This design comes from an exercise in tuning for small area, a short achievable clock period and few clock cycles on the open sky130 flow, not from production work.
Where RTL was checked, it was by simulation tests only, not by an equivalence proof against the original.

==> build 23 <==
// sa
module sa #(parameter DIMENSION = 4) (
  input                                             CLK ,
  input                                             RSTn,
  input        [DIMENSION-1:0]                      DVI ,
  input        [          1:0][DIMENSION-1:0][15:0] DI  ,
  output logic [DIMENSION-1:0][DIMENSION-1:0]       DVO ,
  output logic [DIMENSION-1:0][DIMENSION-1:0][15:0] DO
);
==> module subnorm_calc, before the edit <==
module subnorm_calc (
  input        [11:0] MS   ,
  input        [11:0] MC   ,
  input               CO   ,
  input        [ 5:0] R    ,
  input               ADD  ,
  input               OVF  ,
  input               OVF63,
  input               SGN  ,
  input               SP   ,
  output logic [41:0] X    ,
  output logic        CI   ,
  output logic        SPO     
);
  logic [11:0] m;
  logic [11:0] mt;
  logic        neg;
  logic [81:0] v;
  always_comb begin
    m   = MS + MC + 12'(CO);
    neg = ADD & SGN;
    mt  = ADD ? ({m[11:1], m[0] & ~m[11]} ^ {12{SGN}}) : 12'd0;
    v   = {{41{neg}}, mt, {29{neg}}};
    X   = 42'(v >> R);
    CI  = neg;
    SPO = SP | OVF | (OVF63 & m[11]);
  end
endmodule
==> module multiplier, before the edit <==
module multiplier (
  input        [18:0] A     ,
  input        [25:0] B     ,
  output logic [11:0] MS    ,
  output logic [11:0] MC    ,
  output logic        CO    ,
  output logic [ 5:0] R     ,
  output logic        ADD   ,
  output logic        OVF   ,
  output logic        OVF63 ,
  output logic        SGN   ,
  output logic        SP    ,  
  output logic        NAN   ,
  output logic        SPSIGN
);
  logic a_zero, b_zero, a_inf, b_inf, a_nan, b_nan, a_snan, b_snan;
  logic [6:0] esum;
  logic       nz;
  sig_mul sm (
    .A  (A[9:0]  ),
    .NEG(B[16:12]),
    .ONE(B[11:6] ),
    .TWO(B[5:0]  ),
    .S  (MS      ),
    .C  (MC      ),
    .CO (CO      )
  );
  always_comb begin
    esum  = 7'(A[15:10]) + 7'(B[22:17]);
    nz    = A[17] & B[24];   
    R     = ~esum[5:0];
    ADD   = nz & (esum >= 7'd23) & ~esum[6];
    OVF   = nz & esum[6];
    OVF63 = nz & (esum[5:0] == 6'd63);
    SGN   = A[18] ^ B[25];
    a_zero = ~A[17] & ~A[16];
    b_zero = ~B[24] & ~B[23];
    a_nan  = A[16] & A[0];
    b_nan  = B[23] & B[0];
    a_inf  = A[16] & ~A[0];
    b_inf  = B[23] & ~B[0];
    a_snan = a_nan & ~A[1];
    b_snan = b_nan & ~B[1];
    NAN = a_nan | b_nan | (a_inf & b_zero) | (a_zero & b_inf);
    SP  = NAN | a_inf | b_inf;
    if (a_snan)
      SPSIGN = A[18];
    else if (b_snan)
      SPSIGN = B[25];
    else if (a_nan)
      SPSIGN = A[18];
    else if (b_nan)
      SPSIGN = B[25];
    else
      SPSIGN = A[18] ^ B[25];
  end
endmodule
==> module mac, before the edit <==
module mac (
  input               CLK ,
  input               RSTn,
  input               DVI ,
  input        [18:0] A   ,
  input        [25:0] B   ,
  output logic        FIN ,
  output logic [44:0] RES
);
  logic [11:0] p_ms, p_mc;
  logic        p_co;
  logic [ 5:0] p_r;
  logic        p_add, p_ovf, p_ovf63;
  logic        p_sgn, p_sp, p_nan, p_spsign;
  multiplier mul (
    .A     (A       ),
    .B     (B       ),
    .MS    (p_ms    ),
    .MC    (p_mc    ),
    .CO    (p_co    ),
    .R     (p_r     ),
    .ADD   (p_add   ),
    .OVF   (p_ovf   ),
    .OVF63 (p_ovf63 ),
    .SGN   (p_sgn   ),
    .SP    (p_sp    ),
    .NAN   (p_nan   ),
    .SPSIGN(p_spsign)
  );
  logic        m_v;
  logic [11:0] m_ms, m_mc;
  logic        m_co;
  logic [ 5:0] m_r;
  logic        m_add, m_ovf, m_ovf63;
  logic        m_sgn, m_sp, m_nan, m_spsign;
  always_ff @(negedge RSTn, posedge CLK)
    if (!RSTn)
      m_v <= 1'b0;
    else
      m_v <= DVI;
  always_ff @(posedge CLK) begin
    m_ms     <= p_ms;
    m_mc     <= p_mc;
    m_co     <= p_co;
    m_r      <= p_r;
    m_add    <= p_add & DVI;
    m_ovf    <= p_ovf;
    m_ovf63  <= p_ovf63;
    m_sgn    <= p_sgn;
    m_sp     <= p_sp;
    m_nan    <= p_nan;
    m_spsign <= p_spsign;
  end
  logic [41:0] q_x;
  logic        q_ci, q_sp;
  subnorm_calc align (
    .MS  (m_ms  ),
    .MC  (m_mc  ),
    .CO  (m_co  ),
    .R    (m_r    ),
    .ADD  (m_add  ),
    .OVF  (m_ovf  ),
    .OVF63(m_ovf63),
    .SGN (m_sgn ),
    .SP  (m_sp  ),
    .X   (q_x   ),
    .CI  (q_ci  ),
    .SPO (q_sp  )
  );
  logic        a_v;
  logic [41:0] a_x;
  logic        a_ci, a_sp, a_nan, a_spsign;
  always_ff @(negedge RSTn, posedge CLK)
    if (!RSTn)
      a_v <= 1'b0;
    else
      a_v <= m_v;
  always_ff @(posedge CLK) begin
    a_x      <= q_x;
    a_ci     <= q_ci;
    a_sp     <= q_sp;
    a_nan    <= m_nan;
    a_spsign <= m_spsign;
  end
  acc accum (
    .CLK    (CLK      ),
    .RSTn   (RSTn     ),
    .DVI    (a_v      ),
    .DVN    (m_v      ),
    .X      (a_x      ),
    .CI     (a_ci     ),
    .SP     (a_sp     ),
    .NAN    (a_nan    ),
    .SPSIGN (a_spsign ),
    .ACC    (RES[41:0]),
    .FIN    (FIN      ),
    .SP_ANY (RES[42]  ),
    .SP_NAN (RES[43]  ),
    .SP_SIGN(RES[44]  )
  );
endmodule
export LEC_CHECK = 0
export ABC_AREA = 1
export CAP_MARGIN = 20
export CORE_MARGIN = 2
export CORE_UTILIZATION = 50
export SLEW_MARGIN = 20
create_clock -name core_clock -period 10.0 [get_ports {CLK}]
standard.sh (not shown) runs the stock make flow with config.mk's settings and CLKGATE_MAP_FILE= SYNTH_SCRIPT=/design/flow/synth_recipe.tcl, a recipe that flattens the netlist after the stock synthesis.
==> flow/flow/run.sh <==
#!/bin/bash
# Own layout flow: the standard synthesis unchanged, then the standard
# ORFS steps with timing repair aimed below the 10 ns clock period (the
# design is still laid out and signed off at the design's clock period and
# constraints), gate resizing across cell footprints, a clock tree without
# dummy loads, buf_2 port buffers, and the DO pins that share a register
# placed side by side.
# Each step's output goes to a log file of its own.
set -euo pipefail

# extra make variables for the layout steps
EXTRA="MATCH_CELL_FOOTPRINT=0 SETUP_SLACK_MARGIN=6.55 PRE_IO_PLACEMENT_TCL=$(pwd)/flow/io.tcl"
export BUFFER_PORTS_ARGS="-buffer_cell sky130_fd_sc_hd__buf_2"
export CTS_ARGS="-sink_clustering_enable -repair_clock_nets -sink_clustering_size 40 -sink_clustering_max_diameter 50 -dont_use_dummy_load"

bash standard.sh synth > synth.log 2>&1
sed "s|\"\${@:-finish}\"|$EXTRA \"\${@:-finish}\"|" standard.sh > layout.sh
for step in floorplan place cts route finish; do
  bash layout.sh $step > $step.log 2>&1
done
==> flow/flow/io.tcl <==
# Pin placement: the four DO ports of a row that show the same register bit
# (DO[i][0..3][b]) are placed next to each other.
for {set i 0} {$i < 4} {incr i} {
  for {set b 0} {$b < 16} {incr b} {
    set pins {}
    for {set j 0} {$j < 4} {incr j} {
      lappend pins "DO\[[expr {$i * 64 + $j * 16 + $b}]\]"
    }
    set_io_pin_constraint -group -order -pin_names $pins
  }
}
==> inputs of trial 29, as changes to build 23 <==
--- a/flow/design.v
+++ b/flow/design.v
@@ -440,14 +440,12 @@
 module subnorm_calc (
-  input        [11:0] MS   ,
-  input        [11:0] MC   ,
-  input               CO   ,
-  input        [ 5:0] R    ,
-  input               ADD  ,
-  input               OVF  ,
-  input               OVF63,
-  input               SGN  ,
-  input               SP   ,
-  output logic [41:0] X    ,
-  output logic        CI   ,
-  output logic        SPO     
+  input        [11:0] MS  ,
+  input        [11:0] MC  ,
+  input               CO  ,
+  input        [ 6:0] ESUM,
+  input               SGN ,
+  input               NZ  ,
+  input               SP  ,
+  output logic [41:0] X   ,
+  output logic        CI  ,
+  output logic        SPO    
 );
@@ -455,3 +453,4 @@
   logic [11:0] mt;
-  logic        neg;
+  logic        add, neg;
+  logic [ 5:0] r;
   logic [81:0] v;
@@ -459,8 +458,10 @@
     m   = MS + MC + 12'(CO);
-    neg = ADD & SGN;
-    mt  = ADD ? ({m[11:1], m[0] & ~m[11]} ^ {12{SGN}}) : 12'd0;
+    add = NZ & (ESUM >= 7'd23) & ~ESUM[6];
+    neg = add & SGN;
+    mt  = add ? ({m[11:1], m[0] & ~m[11]} ^ {12{SGN}}) : 12'd0;
+    r   = ~ESUM[5:0];
     v   = {{41{neg}}, mt, {29{neg}}};
-    X   = 42'(v >> R);
+    X   = 42'(v >> r);
     CI  = neg;
-    SPO = SP | OVF | (OVF63 & m[11]);
+    SPO = SP | (NZ & (ESUM[6] | ((ESUM[5:0] == 6'd63) & m[11])));
   end
@@ -473,7 +474,5 @@
   output logic        CO    ,
-  output logic [ 5:0] R     ,
-  output logic        ADD   ,
-  output logic        OVF   ,
-  output logic        OVF63 ,
+  output logic [ 6:0] ESUM  ,
   output logic        SGN   ,
+  output logic        NZ    ,  
   output logic        SP    ,  
@@ -483,4 +482,2 @@
   logic a_zero, b_zero, a_inf, b_inf, a_nan, b_nan, a_snan, b_snan;
-  logic [6:0] esum;
-  logic       nz;
   sig_mul sm (
@@ -495,9 +492,5 @@
   always_comb begin
-    esum  = 7'(A[15:10]) + 7'(B[22:17]);
-    nz    = A[17] & B[24];   
-    R     = ~esum[5:0];
-    ADD   = nz & (esum >= 7'd23) & ~esum[6];
-    OVF   = nz & esum[6];
-    OVF63 = nz & (esum[5:0] == 6'd63);
-    SGN   = A[18] ^ B[25];
+    ESUM = 7'(A[15:10]) + 7'(B[22:17]);
+    SGN  = A[18] ^ B[25];
+    NZ   = A[17] & B[24];
     a_zero = ~A[17] & ~A[16];
@@ -645,5 +638,4 @@
   logic        p_co;
-  logic [ 5:0] p_r;
-  logic        p_add, p_ovf, p_ovf63;
-  logic        p_sgn, p_sp, p_nan, p_spsign;
+  logic [ 6:0] p_esum;
+  logic        p_sgn, p_nz, p_sp, p_nan, p_spsign;
   multiplier mul (
@@ -654,7 +646,5 @@
     .CO    (p_co    ),
-    .R     (p_r     ),
-    .ADD   (p_add   ),
-    .OVF   (p_ovf   ),
-    .OVF63 (p_ovf63 ),
+    .ESUM  (p_esum  ),
     .SGN   (p_sgn   ),
+    .NZ    (p_nz    ),
     .SP    (p_sp    ),
@@ -666,5 +656,4 @@
   logic        m_co;
-  logic [ 5:0] m_r;
-  logic        m_add, m_ovf, m_ovf63;
-  logic        m_sgn, m_sp, m_nan, m_spsign;
+  logic [ 6:0] m_esum;
+  logic        m_sgn, m_nz, m_sp, m_nan, m_spsign;
   always_ff @(negedge RSTn, posedge CLK)
@@ -678,7 +667,5 @@
     m_co     <= p_co;
-    m_r      <= p_r;
-    m_add    <= p_add & DVI;
-    m_ovf    <= p_ovf;
-    m_ovf63  <= p_ovf63;
+    m_esum   <= p_esum;
     m_sgn    <= p_sgn;
+    m_nz     <= p_nz & DVI;
     m_sp     <= p_sp;
@@ -693,7 +680,5 @@
     .CO  (m_co  ),
-    .R    (m_r    ),
-    .ADD  (m_add  ),
-    .OVF  (m_ovf  ),
-    .OVF63(m_ovf63),
+    .ESUM(m_esum),
     .SGN (m_sgn ),
+    .NZ  (m_nz  ),
     .SP  (m_sp  ),
==> flow/flow/run.sh (replaced) <==
#!/bin/bash
# Own layout flow: the standard synthesis unchanged, then the standard
# ORFS steps with timing repair aimed below the 10 ns clock period (the
# design is still laid out and signed off at the design's clock period and
# constraints), gate resizing across cell footprints, a clock tree without
# dummy loads, and the DO pins that share a register placed side by side.
# Each step's output goes to a log file of its own.
set -euo pipefail

# extra make variables for the layout steps
EXTRA="MATCH_CELL_FOOTPRINT=0 SETUP_SLACK_MARGIN=6.45 PRE_IO_PLACEMENT_TCL=$(pwd)/flow/io.tcl"
export CTS_ARGS="-sink_clustering_enable -repair_clock_nets -sink_clustering_size 40 -sink_clustering_max_diameter 55 -dont_use_dummy_load"

bash standard.sh synth > synth.log 2>&1
sed "s|\"\${@:-finish}\"|$EXTRA \"\${@:-finish}\"|" standard.sh > layout.sh
for step in floorplan place cts route finish; do
  bash layout.sh $step > $step.log 2>&1
done
==> results.sh <==
export IMPL_status="timing/DRC/antenna clean"
export IMPL_worst_path_stages=1
export IMPL_grt_max_degree=51
export IMPL_crit_path_end_kind="primary output"
export IMPL_powerDensity_nw_per_um2=358.0
export IMPL_dp_slack_ns=5.119
export IMPL_wl_per_cell_um=21.13
Source of the figures above: build 23

==> results.sh <==
export IMPL_dp_slack_ns=4.767
export IMPL_wl_per_cell_um=21.27
export IMPL_status="timing/DRC/antenna clean"
export IMPL_crit_path_end_kind="flop"
export IMPL_worst_path_stages=13
Source of the figures above: trial 29

Testbench counts of trial 29, summed over its fixed seeds: cycles 1,120.
No functional check of the RTL was part of build 23.

## afterwards: timing with drivers on the ports
Ports are ideal in the flow. The routed layouts listed here were re-timed in OpenROAD.
Step 1: set_driving_cell puts a clkbuf_16 on CLK and a buf_2 on each other input, an assumption about the parent block.
Step 2 moves the port delays by t, midway between the first and last clock arrival at a register: inputs arrive t later, outputs are due t later. That takes back most of the time a late clock gives input paths.
Slacks: no drivers / after step 1 / after step 2; pairs: no drivers / after step 1.
| run | t, ns | slack for setup (ns) | slew at the worst register clock pin (ns) |
|---|---|---|---|
| build 23 | 1.073 | 6.543 / 6.417 / 5.620 | 0.08 / 0.08 |
| trial 29 | 1.066 | 6.466 / 6.380 / 5.548 | 0.11 / 0.11 |
After both steps every run listed still meets setup and hold. For build 23, which loses most, drivers alone change the setup slack by -0.126 ns; drivers and shift together by -0.923 ns.
